Context: an optimization exercise on an open-source flow, tuned for small area and a short achievable clock period. The choices shown serve that exercise and are no tape-out recipe.
Function not checked in this run: the RTL went through the layout flow alone.
Power figures rest on the tool's default switching activity, not on a simulated workload.

==> design/flow/design.v <==
module QRCODE_FINDER (
input             iCLOCK,
input             iRESET,
input [23:0]      iVID_DATA,
input             iVID_START,
input             iVID_DATA_VALID,
input [10:0]      iADDRESS,
input [31:0]      iWRITE_DATA,
input             iWRITE,
input             iREAD,
output  [31:0]    oREAD_DATA,
output reg [23:0] oVID_DATA,
output            oVID_START,
output            oVID_DATA_VALID
);
parameter pHRES=128;
parameter pVRES=480;
parameter pTHRESHOLD=60;
parameter pRESULTS=32;
localparam cPIPE_DEPTH=4;
localparam cHBITS=$clog2(pHRES);
localparam cRBITS=$clog2(pRESULTS);
reg [9:0] rHCNT;
reg [9:0] rVCNT ;
reg [cPIPE_DEPTH-1:0] rVALID_PIPE;
reg [cPIPE_DEPTH-1:0] rSTART_PIPE;
reg [cPIPE_DEPTH-1:0] rDSTART_PIPE;
reg [cPIPE_DEPTH-1:0][23:0] rDATA_PIPE;
reg [cPIPE_DEPTH-1:0][9:0] rHCNT_PIPE;
reg rDSTART;
reg [9:0] rLUM;
wire [9:0] wLUM;
wire [9:0] wLUM_NORM;
reg [cPIPE_DEPTH-1:0][9:0] rLUM_HIST;
reg [1:0] rSTATE;
reg [9:0] rPREV_CHANGE;
reg [1:0] rPREV_STATE;
reg [9:0] rPREV_HSTART;
reg [9:0] rPREV_CENT_HSTART;
reg [9:0] rPREV_CENT_HEND;
reg [9:0] rPREV_DUR;
reg [3:0] rDECODE_STATE;
reg [9:0] rREFBIT_DUR_MAX;
reg [9:0] rREFBIT_DUR_MIN;
reg [9:0] rREFBIT_3DUR_MAX;
reg [9:0] rREFBIT_3DUR_MIN;
reg [9:0] rREFBIT_HSTART;
reg rFOUND;
reg rCHANGE;
reg [9:0] rHSTART;
reg rUPDATE, rREFRESH;
wire signed [11:0] wLUM_DIFF;
reg signed [10:0] rLUM_DIFF;
reg signed [12:0] rTHRESHOLD;
wire [19:0] wLB_RAM_DATA;
reg [10:0] rAVL_ADDRESS;
reg [31:0] rREAD_DATA;
localparam stNONE  = 2'd0;
localparam stWHITE = 2'd1;
localparam stBLACK = 2'd2;
localparam dsIDLE   = 4'd0;
localparam dsFIRST  = 4'd1;
localparam dsSECOND = 4'd2;
localparam dsCENTER = 4'd3;
localparam dsTHIRD  = 4'd4;
localparam dsFOURTH = 4'd5;
assign wLUM = {2'b0,iVID_DATA[7:0]}+
              {2'b0,iVID_DATA[15:8]}+
              {2'b0,iVID_DATA[23:16]};
assign wLUM_NORM = rLUM+rLUM[9:2]+rLUM[9:4]+rLUM[9:6]+rLUM[9:8];
assign oVID_START=rSTART_PIPE[2];
assign oVID_DATA_VALID=rVALID_PIPE[2];
reg [19:0] rLINE_BUF [0:pHRES-1];
always @(posedge iCLOCK)
begin
  if (rVALID_PIPE[1])
    rLINE_BUF[rHCNT_PIPE[1][cHBITS-1:0]] <= {wLB_RAM_DATA[9:0],rLUM_DIFF[10:1]};
end
assign wLB_RAM_DATA = rLINE_BUF[rHCNT_PIPE[1][cHBITS-1:0]];
reg [1:0] rOUTMODE;
reg [cRBITS-1:0] rDETECT_ADDR;
wire [31:0] wDETECT_DATA;
reg         rDETECT_WRITE;
reg [31:0] rRESULTS [0:pRESULTS-1];
reg [cRBITS-1:0] rRESULTS_RADDR;
always @(posedge iCLOCK)
begin
  if (rDETECT_WRITE)
    rRESULTS[rDETECT_ADDR] <= rUPDATE? {32{1'b1}} : {2'b0,rVCNT,rPREV_CENT_HSTART,rPREV_CENT_HEND};
  rRESULTS_RADDR <= iADDRESS[cRBITS-1:0];
end
assign wDETECT_DATA = rRESULTS[rRESULTS_RADDR];
always @(posedge iCLOCK)
begin
  if (iRESET) begin
    rTHRESHOLD<= pTHRESHOLD;
    rOUTMODE <= 0;
    rREFRESH <= 0;
  end
  if (iWRITE) begin
    case (iADDRESS)
      0: {rOUTMODE,rREFRESH}<= iWRITE_DATA;
      1: rTHRESHOLD <= iWRITE_DATA;
    endcase
  end
  rAVL_ADDRESS <= iADDRESS;
  if (iREAD) begin
    case (iADDRESS)
      0 : rREAD_DATA<= {rOUTMODE,rUPDATE};  
      default: rREAD_DATA<=0;
    endcase
  end
  if (rREFRESH&!rUPDATE)
    rREFRESH<=0;
end
assign oREAD_DATA = rAVL_ADDRESS[10] ? wDETECT_DATA : rREAD_DATA;
assign wLUM_DIFF = { {2{rLUM_DIFF[10]}},rLUM_DIFF[10:1]} + { {1{wLB_RAM_DATA[9]}},wLB_RAM_DATA[9:0],1'b0} + {{2{wLB_RAM_DATA[19]}},wLB_RAM_DATA[19:10]};
always @(posedge iCLOCK)
begin
  rDETECT_WRITE<=0;
  if (rDETECT_WRITE)
    rDETECT_ADDR<=rDETECT_ADDR+1;
  rDATA_PIPE  <= {rDATA_PIPE,iVID_DATA};
  rVALID_PIPE <= {rVALID_PIPE,iVID_DATA_VALID};
  rSTART_PIPE <= {rSTART_PIPE,iVID_START};
  rDSTART_PIPE <= {rDSTART_PIPE,rDSTART};
  rHCNT_PIPE <= {rHCNT_PIPE,rHCNT};
  if (iVID_DATA_VALID) begin
    rDSTART <= iVID_START;
    rLUM    <= wLUM;
    rHCNT   <= rHCNT+1;
    if (rHCNT==pHRES-1) begin
      rHCNT<=0;
      rSTATE<=stNONE;
      rVCNT<=rVCNT+1;
      rDSTART_PIPE[0]<=1;
    end
    if (rDSTART) begin
      rHCNT<=0;
      rVCNT<=0;
      if (rUPDATE&&rREFRESH) begin
        rUPDATE<=0;
        rDETECT_ADDR<=0;
      end
      if (!rUPDATE) begin
        rUPDATE <=1;
        rDETECT_WRITE<=1;
      end
      rSTATE<=stNONE;
    end
  end
  if (rVALID_PIPE[0]) begin
    rLUM_DIFF <= {1'b0,rLUM_HIST[0]}-{1'b0,rLUM_HIST[2]};
    rLUM_HIST <= {rLUM_HIST,wLUM_NORM};
    if (rDSTART_PIPE[0]) begin
      rLUM_HIST<={cPIPE_DEPTH-1{wLUM_NORM}};
      rLUM_DIFF<=0;
    end
  end
  if (rVALID_PIPE[1]) begin
    rCHANGE<=0;
    oVID_DATA<= rOUTMODE==0 ? rDATA_PIPE[1] :
                rOUTMODE==1 ? {3{rLUM_HIST[0][9:2]}} :
                rOUTMODE==2 ? (rSTATE==stNONE) ? {3{8'h80}} :
                              (rSTATE==stBLACK) ? {3{8'h0}} : {3{8'hFF}}  :
                              0;
    if ((wLUM_DIFF>0) && (wLUM_DIFF > rTHRESHOLD ) ) begin
      if ((rSTATE==stWHITE && rPREV_CHANGE<wLUM_DIFF) ||
          (rSTATE!=stWHITE) ) begin
        rHSTART<= rHCNT_PIPE[1];
        rPREV_CHANGE<= wLUM_DIFF;
        if (rSTATE!=stWHITE) begin
          rSTATE <= stWHITE;
          rPREV_STATE <= rSTATE;
          rPREV_HSTART <= rHSTART;
          rCHANGE<=1;
          if (rOUTMODE!=0) oVID_DATA<= 24'hff0000;
          rPREV_DUR<=rHCNT_PIPE[0]-rHSTART;
        end
      end
    end
    if ((wLUM_DIFF<0) && ((-wLUM_DIFF) > rTHRESHOLD ) ) begin
      if ((rSTATE==stBLACK && rPREV_CHANGE<(-wLUM_DIFF)) ||
          (rSTATE!=stBLACK) ) begin
        rHSTART<= rHCNT_PIPE[1];
        rPREV_CHANGE<= -wLUM_DIFF;
        if (rSTATE!=stBLACK) begin
          rSTATE <= stBLACK;
          rPREV_STATE <= rSTATE;
          rPREV_HSTART <= rHSTART;
          rCHANGE<=1;
          if (rOUTMODE!=0) oVID_DATA<= 24'h0000ff;
          rPREV_DUR<=rHCNT_PIPE[0]-rHSTART;
        end
      end
    end
    if (rDSTART_PIPE[1]) begin
      rPREV_STATE<=stNONE;
      rHSTART <=0;
      rCHANGE<=0;
    end
    rFOUND<=0;
    if (rFOUND && rOUTMODE!=0)
      oVID_DATA<= 24'h00FF00;
  end
  if (rVALID_PIPE[2]) begin
    if (rDSTART_PIPE[2])
      rDECODE_STATE<=dsIDLE;
    else if (rCHANGE) begin
      case (rDECODE_STATE)
        dsIDLE: begin
          if (rPREV_STATE==stBLACK) begin
            rREFBIT_DUR_MAX <=rPREV_DUR+(rPREV_DUR>>3)+1;
            rREFBIT_DUR_MIN <=rPREV_DUR-(rPREV_DUR>>3)-1;
            rREFBIT_3DUR_MAX <=(rPREV_DUR<<1)+rPREV_DUR+(rPREV_DUR>>2)+(rPREV_DUR>>3)+3;
            rREFBIT_3DUR_MIN <=(rPREV_DUR<<1)+rPREV_DUR-(rPREV_DUR>>2)-(rPREV_DUR>>3)-3;
            rDECODE_STATE<=dsFIRST;
            rREFBIT_HSTART<= rPREV_HSTART;
          end
        end
        dsFIRST: begin
          if ((rREFBIT_DUR_MAX>=rPREV_DUR) &&
              (rREFBIT_DUR_MIN<=rPREV_DUR)  ) begin
            rDECODE_STATE<= dsCENTER;
          end
          else
            rDECODE_STATE<= dsIDLE;
        end
        dsCENTER: begin
          if ((rREFBIT_3DUR_MAX>=rPREV_DUR) &&
              (rREFBIT_3DUR_MIN<=rPREV_DUR)  ) begin
            rDECODE_STATE<= dsTHIRD;
            rPREV_CENT_HSTART<= rPREV_HSTART;
          end
          else begin
            rREFBIT_DUR_MAX <=rPREV_DUR+(rPREV_DUR>>3)+1;
            rREFBIT_DUR_MIN <=rPREV_DUR-(rPREV_DUR>>3)-1;
            rREFBIT_3DUR_MAX <=(rPREV_DUR<<1)+rPREV_DUR+(rPREV_DUR>>2)+(rPREV_DUR>>3)+3;
            rREFBIT_3DUR_MIN <=(rPREV_DUR<<1)+rPREV_DUR-(rPREV_DUR>>2)-(rPREV_DUR>>3)-3;
            rDECODE_STATE<=dsFIRST;
            rREFBIT_HSTART<= rPREV_HSTART;
          end
        end
        dsTHIRD: begin
          if ((rREFBIT_DUR_MAX>=rPREV_DUR) &&
              (rREFBIT_DUR_MIN<=rPREV_DUR)  ) begin
            rDECODE_STATE<= dsFOURTH;
            rPREV_CENT_HEND<= rPREV_HSTART;
          end
          else
            rDECODE_STATE<= dsIDLE;
        end
        dsFOURTH: begin
          if ((rREFBIT_DUR_MAX>=rPREV_DUR) &&
              (rREFBIT_DUR_MIN<=rPREV_DUR)  ) begin
            rDECODE_STATE<= dsIDLE;
            rFOUND<=1;
            rDETECT_WRITE<=!rUPDATE;
          end
          else begin
            rREFBIT_DUR_MAX <=rPREV_DUR+(rPREV_DUR>>3)+1;
            rREFBIT_DUR_MIN <=rPREV_DUR-(rPREV_DUR>>3)-1;
            rREFBIT_3DUR_MAX <=(rPREV_DUR<<1)+rPREV_DUR+(rPREV_DUR>>2)+(rPREV_DUR>>3)+3;
            rREFBIT_3DUR_MIN <=(rPREV_DUR<<1)+rPREV_DUR-(rPREV_DUR>>2)-(rPREV_DUR>>3)-3;
            rDECODE_STATE<=dsFIRST;
            rREFBIT_HSTART<= rPREV_HSTART;
          end
        end
      endcase
    end
  end
  if (iRESET) begin
    rHCNT <= 0;
    rVCNT <= 0;
    rVALID_PIPE <= 0;
    rSTART_PIPE <= 0;
    rDSTART_PIPE <= 0;
    rHCNT_PIPE <= 0;
    rDSTART <= 0;
    rLUM <= 0;
    rLUM_HIST <= 0;
    rLUM_DIFF <= 0;
    rSTATE <= stNONE;
    rPREV_CHANGE <= 0;
    rPREV_STATE <= stNONE;
    rPREV_HSTART <= 0;
    rPREV_DUR <= 0;
    rHSTART <= 0;
    rCHANGE <= 0;
    rFOUND <= 0;
    rDECODE_STATE <= dsIDLE;
    rREFBIT_DUR_MAX <= 0;
    rREFBIT_DUR_MIN <= 0;
    rREFBIT_3DUR_MAX <= 0;
    rREFBIT_3DUR_MIN <= 0;
    rPREV_CENT_HSTART <= 0;
    rPREV_CENT_HEND <= 0;
    rUPDATE <= 0;
    rDETECT_ADDR <= 0;
    rDETECT_WRITE <= 0;
    oVID_DATA <= 0;
  end
end
endmodule
==> design/flow/run.sh <==
#!/bin/bash
# synth_recipe.tcl (not shown) runs the flow's synth.tcl, then flattens the netlist and writes it again
# the make line also repeats each setting of config.mk as NAME=value (left out here)
make -C /OpenROAD-flow-scripts/flow DESIGN_CONFIG=/design/flow/config.mk WORK_HOME=/design/flow/orfs CLKGATE_MAP_FILE= SYNTH_SCRIPT=/design/flow/synth_recipe.tcl finish
==> design/flow/config.mk <==
export PLATFORM = sky130hd
export DESIGN_NAME = QRCODE_FINDER
export DESIGN_NICKNAME = QRCODE_FINDER
export VERILOG_FILES = /design/flow/design.v
export SDC_FILE = /design/flow/constraint.sdc
export NUM_CORES = 4
export LEC_CHECK = 0
export CAP_MARGIN = 20
export CORE_MARGIN = 2
export CORE_UTILIZATION = 45
export SLEW_MARGIN = 20
==> design/flow/constraint.sdc <==
create_clock -name core_clock -period 9.0 [get_ports {iCLOCK}]
set_input_delay 1.8000 -clock core_clock [delete_from_list [all_inputs] [get_ports {iCLOCK}]]
set_output_delay 1.8000 -clock core_clock [all_outputs]
set_load 0.01 [all_outputs]
==> notes.md <==
## synthesized netlist by cell type (all sizes together) (115+ instances only)
master  instances
a221oi        147
a22oi        1003
nand2         143
dfxtp         309
a22o          153
inv           178
edfxtp       3555
a41oi         115
nor2          327
clkbuf        263
ha            196
nand4         166
a21oi         169
o21ai         119
buf           266
mux4          311
## power groups by stage
| stage | combinational (W) | clock [W] | sequential (W) |
|---|---|---|---|
| 5_1_grt | 0.00321 | 0.0167 | 0.0202 |
| 3_3_place_gp | 0.00288 | 0 | 0.0206 |
| 4_1_cts | 0.00295 | 0.0160 | 0.0202 |
| 6_report | 0.00294 | 0.0158 | 0.0202 |
| 2_1_floorplan | 0.00177 | 0 | 0.0206 |
| 3_5_place_dp | 0.00293 | 0 | 0.0206 |
## worst max-delay path, cell delays in order (launching register included)
cell,delay (ns)
sky130_fd_sc_hd__dfxtp_4,0.43
sky130_fd_sc_hd__nor2_1,1.03
sky130_fd_sc_hd__nand3_1,0.73
sky130_fd_sc_hd__a41oi_1,0.69
sky130_fd_sc_hd__nor4_1,0.21
sky130_fd_sc_hd__nand2_1,0.12
sky130_fd_sc_hd__nor4_1,0.06
sky130_fd_sc_hd__buf_4,0.17
sky130_fd_sc_hd__and3_1,0.24
sky130_fd_sc_hd__fa_1,0.57
sky130_fd_sc_hd__inv_1,0.05
sky130_fd_sc_hd__ha_1,0.21
sky130_fd_sc_hd__fa_1,0.52
sky130_fd_sc_hd__a21oi_2,0.26
sky130_fd_sc_hd__o21a_1,0.20
sky130_fd_sc_hd__o311ai_4,0.12
sky130_fd_sc_hd__nor3_4,0.32
sky130_fd_sc_hd__and4_1,0.30
sky130_fd_sc_hd__nor2_1,0.07
sky130_fd_sc_hd__ha_1,0.30
sky130_fd_sc_hd__inv_1,0.06
sky130_fd_sc_hd__buf_4,0.12
sky130_fd_sc_hd__a221oi_1,0.38
sky130_fd_sc_hd__o2111a_1,0.39
sky130_fd_sc_hd__a32oi_2,0.20
sky130_fd_sc_hd__or4_1,0.59
sky130_fd_sc_hd__a21oi_1,0.16
## cell type report
cell class / count / area [um2]
clock inverter: 217 / 2002
clock buffer: 491 / 10410
inverter: 178 / 670.6
tap: 4366 / 5463
fill: 26230 / 158500
timing repair buffer: 642 / 5874
multi-input combinational: 3853 / 34010
sequential: 3864 / 113000
antenna: 13 / 32.53
## worst paths after layout
path	start	to	slack (ns)
min reg2reg	rDATA_PIPE[1]$_DFF_P_	rDATA_PIPE[25]$_DFF_P_	0.31
max	rHCNT_PIPE[13]$_SDFF_PP0_	rPREV_DUR[4]$_SDFFE_PP0P_	0.35
max reg2reg	rHCNT_PIPE[13]$_SDFF_PP0_	rPREV_DUR[4]$_SDFFE_PP0P_	0.35
min	rDATA_PIPE[1]$_DFF_P_	rDATA_PIPE[25]$_DFF_P_	0.31
## state kept, by name, indices dropped and copies added (netlist names), 5 cells and up
register and flops:
rREFBIT_DUR_MAX 10, rRESULTS 992, rREFBIT_3DUR_MIN 10, rVCNT 10, rDETECT_ADDR 5, rLINE_BUF 2560
rHSTART 10, rREFBIT_3DUR_MAX 10, rREFBIT_DUR_MIN 9, rHCNT 10, rDATA_PIPE 48, rLUM 10
rPREV_CENT_HEND 10, rLUM_HIST 30, rPREV_CHANGE 10, rTHRESHOLD 13, rPREV_HSTART 10, rPREV_DUR 10
rPREV_CENT_HSTART 10, rAVL_ADDRESS 6, rHCNT_PIPE 20, oVID_DATA 24, rLUM_DIFF 10
## layout by cell type (no fill, tap or decap), types with 134 or more instances in the layout
cell type,netlist,layout
sky130_fd_sc_hd__buf_4,2,466
sky130_fd_sc_hd__ha_1,196,195
sky130_fd_sc_hd__a221oi_1,147,147
sky130_fd_sc_hd__nand4_1,166,166
sky130_fd_sc_hd__nand2_1,143,134
sky130_fd_sc_hd__a22oi_1,1003,999
sky130_fd_sc_hd__mux4_2,311,311
sky130_fd_sc_hd__a21oi_1,167,166
sky130_fd_sc_hd__clkbuf_16,0,400
sky130_fd_sc_hd__edfxtp_1,3555,3555
sky130_fd_sc_hd__a22o_1,153,153
sky130_fd_sc_hd__dfxtp_1,309,285
sky130_fd_sc_hd__inv_1,174,172
sky130_fd_sc_hd__nor2_1,325,174
## cell families after synthesis
group           after synthesis
flops                      3864
compound gates             2113
simple gates               1012
buf+inv                     707
mux                         389
fa+ha+maj                   250
xor+xnor                     89
## metrics by stage
step	setup slack, ns	instance area [um2]	total power [W]	hold WS, ns
after global placement	0.2983	159000	0.02345	0.3137
after CTS	0.4474	171400	0.03917	0.3124
final	0.3461	171500	0.03898	0.3092
after global routing	0.07608	171400	0.04010	0.3275
after floorplan	-0.3500	149400	0.02234	0.3096
after detailed placement	0.4897	159000	0.02351	0.3121
## per-layer routing
layer	vias up	GRT usage [%]
met1	44340	33.94
met2	4038	40.75
li1	35860	-
met5	-	0
met3	717	3.533
met4	10	9.325
==> results list <==
* Max-capacitance violation count: 0
* Normalized max-slew margin: 10.86%
- Of the total synthesized cell area, the portion taken by XOR and XNOR cells is 0.5375%.
- Top-Level Pins: 131
- Setup violations remaining at the end of the flow were counted as 0.
* Unrepaired setup endpoints after global routing: false
- DR WL/cell: 31.20 um
- Clock network fraction of total power: between 40% and 50%
- Post-detailed-route count of antenna-violating nets: 0
- Critical path endpoint category: flip-flop
* Number of buffers created by CTS: 386
- Cell total after placement: between 10000 and 15000
- H-tree depth reported by CTS: 5
- The detailed router used layers up to and including met5.
- Synthesis produced approximately 8400 cells.
- Max Fclk: ~0.12 GHz
- In this run the clock root is driven by a sky130_fd_sc_hd__clkbuf_16.
- The synthesized netlist occupies a cell area of 0.1490 mm2.
* Total Routed Length: around 430000 um
- Post-CTS Resized: 0
- The first global-routing pass estimated 604700 um of wire.
- TNS Setup: 0 ns
- Met3 wire length: roughly 34000 um
* Last weighted congestion value of the routability-driven placer: 0.8704
* Detailed Routing Iterations Pass 1: 7
* Fin util: 51.96%
- Critical path startpoint category: flip-flop
- Avg Cell Area, Syn: 17.69 um2
* Proportion of layout cells with a drive suffix above 1: between 10% and 20%
- Number of antenna violations at the first check in global routing: 20
- Effective utilization at floorplan: ~45%
- Count of cells along the worst hold path: 0
* Dominant register cell in the synthesized netlist: sky130_fd_sc_hd__edfxtp_1
- Detailed-route vias per instance: 6.236
- The portion of synthesized area spent on multiplexers is 5.228%.
- The synthesized netlist devotes 2.366% of its cell area to adder and majority cells.
* Cts hold-fix bufs: 0
- The die is 579.4 um wide.
- Yosys top cell by area: sky130_fd_sc_hd__edfxtp_1
* Clock edge transition at the registers on the reported setup and hold paths: 0.06 ns
- Post-CTS Repair Setup Buffers: 0
- Counting flops with a built-in enable in the synthesized netlist gives 3555.
* Number of cell rows: 211
- Arrival time of the worst setup path: 9.49 ns
- Share of synthesized area occupied by flip-flops and latches: between 70% and 80%
* Total power divided by cell area: 227.3 mW/mm2
* Worst Reg-to-Reg Cells: 26
* Number of port buffers: 111
* Static leakage: 55.23 nW
* Height of the die: 579.4 um
- Switching part of the total power: 22.72%
- Of the post-synthesis cell area, the dominant cell type holds between 70% and 80%.
- After detailed routing, the wire length on met1 is ~170000 um.
- Wire segments on met2 add up to 204700 um in the final route.
- The first routing iteration left a little over 10000 violations.
* Maximum ir drop on the vdd rail: 0.0001701 V
* Number of vias in the routed layout: 84960
- Time the final worst path needs with I/O delays and setup: 8.654 ns
* Final count of pins violating max slew: 0
- Residual overflow from global routing: 0
* Number of nets in the finished design: 9247
- After synthesis, the largest family of logic cells by area is compound AO/OA/AOI/OAI gates.
- The worst hold path belongs to the class flip-flop to flip-flop.
- TritonCTS built the clock tree.
- The number of global-route vias before repair came to 83270.
- The critical path in this run is classified as flip-flop to flip-flop.
- Largest net degree at the start of global routing: approximately 140
- No sink is reached through more buffers than the 4 on the longest clock path.
- Die footprint: around 0.34 mm2
- After synthesis, the netlist uses 95 different library cells.
- Global routing used roughly 25% of the available tracks.
- After synthesis, the cell types taking the most area are sky130_fd_sc_hd__edfxtp_1 (72%), sky130_fd_sc_hd__a22oi_1 (5.1%), sky130_fd_sc_hd__mux4_2 (4.7%).
- The clock arrives with 0.1057 ns of skew.
- Synth Area in Compound Gates: 10.70%
- For the worst setup path, the data required time is roughly 9.8 ns.
- Dividing the final minimum period by the clock period gives a little over nine tenths.
* Critical-path maximum fanout: 16
- Clock latency on the worst-skew pair, taken at its later pin, is 0.97 ns.
* P_int: about 0.03 W
- Combinational cell fraction of total power: under 10%
- Counting every sink on the clock net gives 3864.
- Flip-flop and latch count after synthesis: just under 4000
* Proportion of register bits with asynchronous set or reset after synthesis: 0%
- Number of remaining DRC errors: 0
* Placeable Area: 0.3300 mm2
* DPL Wire Length: 251900 um
- The number of hold violations in the final report was 0.
- Outcome: timing/DRC/antenna clean
* Yosys warnings: 1
* Part of the power in registers: 51.8%
* Area delta synth->final: 15.09%
- Summed over all nets, the switching power comes to 0.008857 W.
* Post-route insts no fill: roughly 14000
- Share of synthesized cell area in and, or, nand and nor gates: 3.446%
- Nets in the synthesized netlist: 8746
- At the pin with the least slew margin, the transition time is 1.332 ns.

static timing again, ports no longer ideal:
How much do the figures lean on ideal ports? The routed layout below was timed once more, with nothing changed but the port constraints. Step 1 assumes that a clkbuf_16 drives the clock port and a buf_2 every other input. Step 2, shift: input delay + t, output delay - t, t = (earliest + latest rising clock arrival at the registers) / 2. This alone moves slack from input paths to output paths. a / b / c = ideal / step 1 / step 2; a / b = the first two.
shift t [ns]: 1.026
slack for setup (ns): 0.346 / 0.346 / 0.346
worst setup path at the end: register to register
slew at the worst register clock pin (ns): 0.07 / 0.07
worst slew at a driven data input, ns: 0.12
After both steps setup and hold are still met in this run. The setup slack of this run moves by 0.000 ns with the drivers and by 0.000 ns with both steps.
